This design comes from an exercise in tuning for small area and a short achievable clock period on the open sky130 flow, not from production work.
Only simulation tests tie the RTL to the original design; equivalence was not proved.
Power figures rest on the tool's default switching activity, not on a simulated workload.

$ cat flow/config.mk
export PLATFORM = sky130hd
export DESIGN_NAME = murtajiz_core
export DESIGN_NICKNAME = murtajiz_core
export VERILOG_FILES = /design/flow/design.v
export SDC_FILE = /design/flow/constraint.sdc
export NUM_CORES = 4
export LEC_CHECK = 0
export CAP_MARGIN = 20
export CORE_MARGIN = 2
export CORE_UTILIZATION = 40
export SLEW_MARGIN = 20
$ cat flow/constraint.sdc
create_clock -name core_clock -period 11.0 [get_ports {clk}]
set_input_delay 2.2000 -clock core_clock [delete_from_list [all_inputs] [get_ports {clk}]]
set_output_delay 2.2000 -clock core_clock [all_outputs]
set_load 0.01 [all_outputs]
$ cat flow/design.v
module immgen
(
    input logic [31:0]instruction,
    output logic [31:0]itype_imm,
    output logic [31:0]utype_imm,
    output logic [31:0]stype_imm,
    output logic [31:0]sbtype_imm,
    output logic [31:0]ujtype_imm
);
always_comb
begin
	utype_imm = {instruction[31:12] ,12'b0 };
		begin
			if(instruction[31]==1)
				itype_imm = {20'hFFFFF, instruction[31:20]};
			else 
				itype_imm = {20'd0, instruction[31:20]};
		end
		begin
			if(instruction[31]==1)
				stype_imm = {20'hFFFFF,instruction[31:25],instruction[11:7]};
			else 
				stype_imm = {20'd0,instruction[31:25],instruction[11:7]};
		end
		begin
			if(instruction[31]==1)
				sbtype_imm = {19'h7FFFF,instruction[31],instruction[7],instruction[30:25],instruction[11:8],1'b0};
			else 
				sbtype_imm = {19'd0,instruction[31],instruction[7],instruction[30:25],instruction[11:8],1'b0};
		end
		begin
			if(instruction[31]==1)
				ujtype_imm = {11'h7FF ,instruction[31],instruction[19:12],instruction[20],instruction[30:21],1'b0};
			else 
				ujtype_imm = {11'd0,instruction[31],instruction[19:12],instruction[20],instruction[30:21],1'b0};
		end
end
endmodule
module ALU_Control
(
    input logic [2:0]funct3,
    input logic [6:0] funct7,
    input logic [2:0] alu_op,
    output logic [5:0]ALU_Control
);
always_comb begin   
     ALU_Control = (alu_op == 3'b011)? 
               6'b111_111 :       
               (alu_op == 3'b010)? 
               {3'b010,funct3} :  
               ({alu_op, funct7} == {3'b000, 7'b0})? 
               {3'b000,funct3} : 
               ({alu_op, funct7} == {3'b000, 7'b0100000})? 
               {3'b001,funct3} :
               ({alu_op, funct3, funct7} == {3'b001, 3'b101, 7'b0})? 
               {3'b000,funct3} : 
               ({alu_op, funct3, funct7} == {3'b001, 3'b101, 7'b0100000})? 
               {3'b001,funct3} : 
               ({alu_op, funct3} == {3'b001, 3'b101})? 
               {3'b000,funct3} : 
               (alu_op == 3'b001)?                  
               {3'b000,funct3} : 
               6'b000_000;       
 end
endmodule:ALU_Control
module alu (
input logic [5:0] ALU_Control,
input logic [31:0] operand_A,operand_B,
output logic [31:0] ALU_result);
logic [4:0] shamt;
logic [31:0] sra_result;
assign shamt = operand_B[4:0];
assign sra_result = $signed(operand_A) >>> shamt;
always_comb begin 
   ALU_result= 
            (ALU_Control == 6'b000_000)? operand_A + operand_B:                 
            (ALU_Control == 6'b001_000)? operand_A - operand_B:                 
            (ALU_Control == 6'b000_100)? operand_A ^ operand_B:                 
            (ALU_Control == 6'b000_110)? operand_A | operand_B:                 
            (ALU_Control == 6'b000_111)? operand_A & operand_B:                 
            (ALU_Control == 6'b000_010)? {31'b0,$signed(operand_A) < $signed(operand_B)}:                 
            (ALU_Control == 6'b000_011)? {31'b0,operand_A < operand_B}:                 
            (ALU_Control == 6'b000_001)? operand_A << shamt:                    
            (ALU_Control == 6'b000_101)? operand_A >> shamt:                    
            (ALU_Control == 6'b001_101)? sra_result:                    
            (ALU_Control == 6'b111_111)? operand_A:                             
            (ALU_Control == 6'b010_000)? {31'b0,operand_A == operand_B}:              
            (ALU_Control == 6'b010_001)? {31'b0,operand_A != operand_B}:              
            (ALU_Control == 6'b010_100)? {31'b0,$signed(operand_A) < $signed(operand_B)}:               
            (ALU_Control == 6'b010_101)? {31'b0,$signed(operand_A) >= $signed(operand_B)}:              
            (ALU_Control == 6'b010_110)? {31'b0,operand_A < operand_B}:               
            (ALU_Control == 6'b010_111)? {31'b0,operand_A >= operand_B}: 32'b0;           
end
endmodule 
module controldecode 
(output bit regwrite , memwrite ,memread , memtoreg , operandbsel , branch_o ,
output bit [1:0] operandasel , nextpcsel , extendsel ,
output logic [2:0] aluop , 
input logic [6:0] opcodes );
always_comb begin 
case(opcodes) 
7'h33 : begin
memread=1'b0;
memwrite=1'b0;
memtoreg=1'b0;
regwrite=1'b1;
branch_o=1'b0;
operandasel=2'b0;
operandbsel=1'b0;
extendsel=2'b0;
nextpcsel=2'b0;
aluop=3'b0;
end
7'h3 : begin
memread=1'b1;
memwrite=1'b0;
memtoreg=1'b1;
regwrite=1'b1;
branch_o=1'b0;
operandasel=2'b0;
operandbsel=1'b1;
extendsel=2'b0;
nextpcsel=2'b0;
aluop=3'b100;
end
7'h23 : begin
memread=1'b0;
memwrite=1'b1;
memtoreg=1'b0;
regwrite=1'b0;
branch_o=1'b0;
operandasel=2'b0;
operandbsel=1'b1;
extendsel=2'b10;
nextpcsel=2'b0;
aluop=3'b101;
end
7'h63 : begin
memread=1'b0;
memwrite=1'b0;
memtoreg=1'b0;
regwrite=1'b0;
branch_o=1'b1;
operandasel=2'b0;
operandbsel=1'b0;
extendsel=2'b0;
nextpcsel=2'b01;
aluop=3'b010;
end
7'h13 : begin
memread=1'b0;
memwrite=1'b0;
memtoreg=1'b0;
regwrite=1'b1;
branch_o=1'b0;
operandasel=2'b0;
operandbsel=1'b1;
extendsel=2'b0;
nextpcsel=2'b0;
aluop=3'b001;
end
7'h67 : begin
memread=1'b0;
memwrite=1'b0;
memtoreg=1'b0;
regwrite=1'b1;
branch_o=1'b0;
operandasel=2'b01;
operandbsel=1'b0;
extendsel=2'b0;
nextpcsel=2'b11;
aluop=3'b011;
end
7'h6f : begin
memread=1'b0;
memwrite=1'b0;
memtoreg=1'b0;
regwrite=1'b1;
branch_o=1'b0;
operandasel=2'b01;
operandbsel=1'b0;
extendsel=2'b0;
nextpcsel=2'b10;
aluop=3'b011;
end
7'h37 : begin
memread=1'b0;
memwrite=1'b0;
memtoreg=1'b0;
regwrite=1'b1;
branch_o=1'b0;
operandasel=2'b10;
operandbsel=1'b1;
extendsel=2'b01;
nextpcsel=2'b00;
aluop=3'b110;
end
default : begin
memread=1'b0;
memwrite=1'b0;
memtoreg=1'b0;
regwrite=1'b0;
branch_o=1'b0;
operandasel=2'b0;
operandbsel=1'b0;
extendsel=2'b0;
nextpcsel=2'b0;
aluop=3'b0;
end
endcase
end
endmodule 
module splitter 
(
input logic [31:0] d_instr , pc_splitter , aluresult ,
output logic [6:0] opcode ,
output logic [4:0] rs1,rs2,rd,
output logic [2:0] funct3,
output logic [6:0] funct7,
output logic [19:0] instrmem_addr,
output logic [9:0] datamem_addr );
always_comb begin
opcode = d_instr[6:0];
rd = d_instr[11:7];
rs1 = d_instr[19:15];
rs2 = d_instr[24:20];
funct3 = d_instr[14:12];
funct7 = d_instr[31:25];
instrmem_addr = pc_splitter[21:2];
datamem_addr = aluresult[9:0];
end
endmodule
module operandSel 
(
input logic [1:0] operand_ASel ,extend_Sel ,
input logic [31:0] pc,
input logic operand_BSel ,
input logic [31:0] rs1,rs2,
input logic [31:0] stype_imm ,sbtype_imm , ujtype_imm, utype_imm ,itype_imm,
output logic [31:0] operand_A ,operand_B );
always_comb begin 
if (operand_BSel == 1'b1) begin
if (extend_Sel == 2'b0 ) 
operand_B=itype_imm;
else if (extend_Sel == 2'b01 )
operand_B=utype_imm;
else
operand_B=stype_imm;
end
else
operand_B=rs2;
if(operand_ASel == 2'b01)
operand_A=(pc+32'h4);
else if(operand_ASel == 2'b10)
operand_A=32'h0;
else
operand_A=rs1;
end
endmodule 
module ifu(
input logic clk,reset,
input [6:0] opcode,
output logic [31:0]  pc_ifu,
input [31:0] itype_imm_ifu,sbtype_imm_ifu,ujtype_imm_ifu,aluresult,rs1_ifu );
logic [31:0] pc; 
integer i;
always@(posedge clk) begin
if (reset)
pc <= 32'h0;
else if(aluresult == 32'b1 && opcode == 7'h63) 
pc <= sbtype_imm_ifu + pc;
else if (opcode == 7'h6f) 
pc <= pc + ujtype_imm_ifu;
else if (opcode == 7'h67) 
pc <= rs1_ifu + itype_imm_ifu;
else 
pc <= pc+32'h4;
end
assign pc_ifu=pc;
endmodule
module regfile( 
input logic  clk_regfile , reset_regfile , regwrite_regfile ,
input logic [4:0] rd , rs1_i  , rs2_i , 
input logic [31:0] writedata,
output logic [31:0] rs1_o , rs2_o);
logic [31:0] registers [0:31] ; 
integer i;
always @ (posedge clk_regfile ) begin
if (reset_regfile==1'b1) begin
for ( i=0 ; i<32 ; i=i+1)
registers[i] <= 32'b0; 
end
else begin
if(regwrite_regfile==1'b1) begin
if(rd==5'b0)
registers[rd] <= 32'b0;
else
registers[rd] <= writedata ; 
end
end
end
assign rs1_o = registers[rs1_i];
assign rs2_o = registers[rs2_i];
endmodule
module datamemory (
input logic memread ,
input logic [31:0] aluresult ,
input logic [31:0] dmem_rdata ,
output logic [31:0] writedata_to_reg );
always_comb begin
if (memread == 1'b1) 
writedata_to_reg = dmem_rdata ; 
else
writedata_to_reg = aluresult ;
end
endmodule 
module murtajiz_core (
input  logic        clk,
input  logic        reset,
output logic [19:0] imem_addr,
input  logic [31:0] imem_rdata,
output logic [9:0]  dmem_addr,
output logic [31:0] dmem_wdata,
output logic        dmem_we,
output logic        dmem_re,
input  logic [31:0] dmem_rdata );
logic regwrite , memwrite ,memread , memtoreg , operandbsel , branch_o ; 
logic [1:0] operandasel , nextpcsel , extendsel  ;
logic [2:0] alu_op , funct3 ;
logic [6:0] funct7 ;
logic [31:0] stype_imm , sbtype_imm , itype_imm , utype_imm , ujtype_imm ,rs1_o ,rs2_o ;
logic [31:0] operand_A,operand_B , ALU_result , pc_top , d_instr , writedata ;
logic [5:0] ALU_Control;
logic [4:0] rd ,rs1_in , rs2_in ;
logic [19:0] instrmem_addr;
logic [9:0] datamem_addr; 
logic [6:0] opcode ;
assign d_instr = (reset == 1'b0) ? imem_rdata : 32'h0;
assign imem_addr = instrmem_addr;
assign dmem_addr = datamem_addr;
assign dmem_wdata = rs2_o;
assign dmem_we = memwrite;
assign dmem_re = memread;
controldecode controldecodetop (
 .regwrite(regwrite)
,.memwrite(memwrite)
,.memread(memread)
,.memtoreg(memtoreg)
,.operandbsel(operandbsel)
,.branch_o(branch_o)
,.operandasel(operandasel)
,.nextpcsel(nextpcsel)
,.extendsel(extendsel)
,.aluop(alu_op)
,.opcodes(opcode)
);
immgen immgentop (
.stype_imm(stype_imm)
,.sbtype_imm(sbtype_imm)
,.utype_imm(utype_imm)
,.ujtype_imm(ujtype_imm)
,.itype_imm(itype_imm)
,.instruction(d_instr)
);
ALU_Control alucontroltop (
.funct3(funct3)
,.funct7(funct7)
,.alu_op(alu_op)
,.ALU_Control(ALU_Control)
);
alu alutop(
 .operand_A(operand_A)
,.operand_B(operand_B)
,.ALU_result(ALU_result)
,.ALU_Control(ALU_Control)
);
splitter splittertop (
 .opcode(opcode)
,.rs1(rs1_in)
,.rs2(rs2_in)
,.rd(rd)
,.funct3(funct3)
,.funct7(funct7)
,.instrmem_addr(instrmem_addr)
,.datamem_addr(datamem_addr)
,.pc_splitter(pc_top)
,.aluresult(ALU_result)
,.d_instr(d_instr)
);
operandSel operandseltop (
 .operand_ASel(operandasel)
,.operand_BSel(operandbsel)
,.pc(pc_top)
,.extend_Sel(extendsel)
,.rs1(rs1_o)
,.rs2(rs2_o)
,.stype_imm(stype_imm)
,.sbtype_imm(sbtype_imm)
,.utype_imm(utype_imm)
,.ujtype_imm(ujtype_imm)
,.itype_imm(itype_imm)
,.operand_A(operand_A)
,.operand_B(operand_B)
);
ifu ifutop (
 .clk(clk)
,.reset(reset)
,.opcode(opcode)
,.pc_ifu(pc_top)
,.rs1_ifu(rs1_o)
,.aluresult(ALU_result)
,.sbtype_imm_ifu(sbtype_imm)
,.itype_imm_ifu(itype_imm)
,.ujtype_imm_ifu(ujtype_imm)
);
regfile regfiletop(
 .clk_regfile(clk)
,.regwrite_regfile(regwrite)
,.reset_regfile(reset)
,.rs1_o(rs1_o)
,.rs2_o(rs2_o)
,.rd(rd)
,.rs1_i(rs1_in)
,.rs2_i(rs2_in)
,.writedata(writedata)
);
datamemory datamemorytop(
 .memread(memread)
,.aluresult(ALU_result)
,.dmem_rdata(dmem_rdata)
,.writedata_to_reg(writedata)
); 
endmodule 
$ cat flow/run.sh
#!/bin/bash
# synth_recipe.tcl (not shown) runs the flow's synth.tcl, then flattens the netlist and writes it again
# the make line also repeats each setting of config.mk as NAME=value (left out here)
make -C /OpenROAD-flow-scripts/flow DESIGN_CONFIG=/design/flow/config.mk WORK_HOME=/design/flow/orfs CLKGATE_MAP_FILE= SYNTH_SCRIPT=/design/flow/synth_recipe.tcl finish
==> flow_metrics.py <==
metrics = {
    "outcome": {
        "status": "finished clean",
    },
    "global_routing": {
        "grt_start_max_net_pins": 99,
        "grt_pass1_wl_mm": 501.9,
        "antenna_found_initial": 16,
        "grt-ovfl-total": 0,
        "grt_pass1_vias": 63840,
        "grt_usage_pct": 38.41,
    },
    "cells_and_area": {
        "drive_above_1_share_pct": 15.93,
        "fin_nets": 7581,
        "num-fill-cells": 16900,
        "area_growth_syn_to_layout_pct": 13.50,
        "instances_no_fill": 9790,
        "final_util_pct": 45.75,
    },
    "synthesis": {
        "synth_top_area_share_pct": 42.66,
        "synthDistinctLibCells": 119,
        "yosysMostFrequentCell": "nor2_1",
        "synth_edf_count": 1024,
        "synth-compound-area-share_pct": 17.38,
        "synth.largest_area_cell": "edfxtp_1",
        "synth_common_cells": "nor2_1 (1222), edfxtp_1 (1024), nand2_1 (512)",
        "avgSynthCellArea_sq_um": 9.941,
        "synth.area.top_cells": "edfxtp_1 (43%), nor2_1 (6.4%), mux2i_1 (6.3%)",
        "syn-cell-area_sq_um": 72080,
        "synthAdderAreaFrac_pct": 3.125,
        "synth_top_family_by_area": "compound AO/OA/AOI/OAI gates",
        "synth_simple_gate_area_share_pct": 16.57,
        "post_synth_xor_area_fraction_pct": 1.239,
        "ys.flop_type": "edfxtp_1",
        "syn_inst": 7250,
        "yosys_register_bits": 1056,
        "ys_async_sr_fraction_pct": 0,
        "muxShareOfSynthArea_pct": 12.70,
        "ys_seq_area_share_pct": 43.55,
        "ys_warn_count": 9,
    },
    "floorplan": {
        "num_rows": 155,
        "core_sq_um": 178800,
        "die_w_um": 428.5,
        "initial_core_util_pct": 40.31,
        "die_y_um": 428.5,
        "die-area_sq_um": 183600,
        "ioPinCount": 130,
    },
    "clock_network": {
        "holdBufCountCts": 0,
        "clock_sinks": 1056,
        "clk_pin_slew_ns": 0.06,
        "cts_tree": "built",
        "cts_root_buf": "clkbuf_16",
        "cts_buffers": 117,
        "htree_num_levels": 3,
        "clk_latency_ns": 0.82,
        "clockBufferDepth": 3,
    },
    "worst_setup_path": {
        "cpPeakStageDelay_ns": 0.76,
        "cp_slowest_cell": "a2111oi_2",
        "critPathMaxFanout": 10,
        "ff2ff_path_depth": 23,
        "path_class": "in2out",
        "crit_arrival_ns": 8.67,
        "required_ns": 8.80,
        "r2r_end": "regfiletop.registers[4][30]$_SDFFCE_PN0P_",
        "startpoint_type": "input pin",
        "path_cells": "clkdlybuf4s50_1 -> nand4bb_1 -> buf_4 -> a2111oi_2 -> buf_4 -> nand2_1 -> o21ai_0 -> buf_4 -> a21oi_1 -> ha_1 -> a21o_1 -> a21oi_1 -> o21bai_1 -> o21bai_1 -> a21oi_1 -> a211o_1 -> o311ai_0 -> a31o_2 -> nor2_1 -> a21oi_1 -> buf_4 -> clkdlybuf4s50_1",
        "worstReg2RegStart": "ifutop.pc[2]$_SDFF_PP0_",
        "worst_setup_path_end_kind": "output port",
        "r2r_slack_ns": 3.33,
    },
    "route": {
        "vias": 67140,
        "wirelength_mm": 363.8,
        "ant_nets": 0,
        "initialDrtViolationCount": 10300,
        "drc": 0,
        "routedWlPerCell_um": 37.16,
        "drt_pass1_iterations": 8,
        "viasPerCell": 6.858,
    },
    "hold_path": {
        "hold_start": "ifutop.pc[0]$_SDFFE_PP0P_",
        "worstHoldPathType": "reg2reg",
        "whs_endpoint": "ifutop.pc[0]$_SDFFE_PP0P_",
        "min_path_cells": 2,
    },
    "placed_design": {
        "place_ws_ns": -0.04043,
        "port_buffers": 129,
        "dpl.cell_count": 9570,
        "dp_hpwl_mm": 255.4,
        "gp_congestion": 1.065,
    },
    "job": {
        "maxCapViolCount": 0,
    },
    "timing": {
        "slew_headroom_pct": 16.44,
        "hold_viol": 0,
        "setup_violations": 0,
        "worst_slew_pin_slew_ns": 1.240,
        "max_freq_ghz": 0.09197,
        "finalWorstSetupSlack_ns": 0.1275,
        "finalClockSkew_ns": 0.1024,
        "period_needed_ns": 10.87,
        "finalCritPeriodShare_pct": 98.84,
        "rsz0062_at_grt": "no",
        "slew_violations": 0,
    },
    "power_and_ir_drop": {
        "p_per_area_nw_per_um2": 149.4,
        "cellLeakagePower_nw": 30.11,
        "peakVddDrop_mv": 0.1424,
    },
}
cells in the final DEF (no fill, tap or decap), drive strengths merged, types with 143 or more instances in the layout:
| cell type | count |
|---|---|
| a211oi | 236 |
| a21oi | 432 |
| buf | 503 |
| edfxtp | 1024 |
| ha | 172 |
| inv | 166 |
| mux2i | 457 |
| mux4 | 192 |
| nand2 | 515 |
| nor2 | 1293 |
| nor3 | 169 |
| o21ai | 295 |
| o22ai | 143 |
how the worst max path moves through the flow:
stage / from / end / slack [ns] / cells after the start
5_1_grt: imem_rdata[4] / dmem_addr[0] / 0.07 / 21
6_report: imem_rdata[2] / dmem_addr[0] / 0.13 / 22
4_1_cts: imem_rdata[18] / dmem_addr[0] / 0.04 / 26
3_5_place_dp: imem_rdata[18] / dmem_addr[0] / -0.04 / 23
2_1_floorplan: reset / dmem_addr[0] / 0.84 / 24
3_3_place_gp: imem_rdata[18] / dmem_addr[0] / -0.13 / 23
where the power goes:
group	total, mW	leakage (nW)	internal, mW	switching, mW
Combinational	3.70	17.5	1.17	2.53
Clock	3.89	1.80	2.16	1.73
Sequential	4.63	10.8	4.54	0.0897
layer usage:
metal  GRT usage, %  vias up  routed length, um  part of all wire [%]
li1               -    27500                  -                     -
met1          46.58    33230             128600                    35
met2          58.84     5082             158900                    44
met3          9.207     1315              41580                    11
met4          30.04       14              34580                   9.5
met5              0        -                 78                 0.021
sequential cells by signal, summed over array words and instances, names as in the netlist:
signal,cells
ifutop.pc,32
regfiletop.registers,1024
worst max-delay path: cells and delay by family:
family	cells	cell delay (ns)
and+or+nand+nor	3	0.73
buffers and inverters	6	1.91
AOI/OAI and AO/OA	12	3.48
adders and majority gates	1	0.32
cell families after synthesis:
| logic type | after synthesis |
|---|---|
| buf+inv | 856 |
| mux | 671 |
| compound gates | 1811 |
| flops | 1056 |
| other cells | 1 |
| fa+ha+maj | 177 |
| xor+xnor | 102 |
| simple gates | 2576 |
area by class of cell:
type / count / area (sq um) / share of cell area, %
Antenna cell: 4 / 10.01 / 0.01224
Clock inverter: 76 / 651.9 / 0.7969
Timing Repair Buffer: 627 / 5674 / 6.936
Inverter: 167 / 656.9 / 0.8030
Sequential cell: 1056 / 31390 / 38.37
Multi-Input combinational cell: 5369 / 37430 / 45.76
Clock buffer: 136 / 3042 / 3.718
Tap cell: 2355 / 2947 / 3.602
repair_timing:
item / 4_1_cts / 5_1_grt
buffers inserted: 1 / 0
endpoints found under the hold margin: 0 / 0
pin swaps: 1 / 0
gates resized for setup: 1 / 2
endpoints found under the setup margin: 1 / 2
metrics by stage:
step / instance area [sq um] / hold WS, ns / power [mW] / TNS (ns)
finish: 81800 / 0.4763 / 12.22 / 0
global route: 81800 / 0.5054 / 12.48 / 0
CTS: 81720 / 0.4684 / 12.07 / 0
detailed placement: 78020 / 0.4609 / 8.240 / -0.04043
global placement: 78020 / 0.4465 / 8.243 / -0.1255
floorplan: 72190 / 0.4366 / 6.676 / 0

-- re-timing with driven ports --
The results above use ideal ports. As a check the final layout listed here was re-extracted and re-timed, cells and wires unchanged.
Step 1 assumes that a clkbuf_16 drives the clock port and a buf_2 every other input.
Step 2 also shifts input and output timing later by t, the mid clock arrival at the registers, as if the neighbouring blocks saw the same clock.
Slacks: no drivers / after step 1 / after step 2; pairs: no drivers / after step 1.
t (ns): 0.858
setup WS [ns]: 0.127 / 0.103 / 0.103
worst setup path after step 2: input to output
slew at the worst register clock pin (ns): 0.08 / 0.08
After both steps this run still meets setup and hold. For this run, drivers alone change the setup slack by -0.024 ns; drivers and shift together by -0.024 ns.
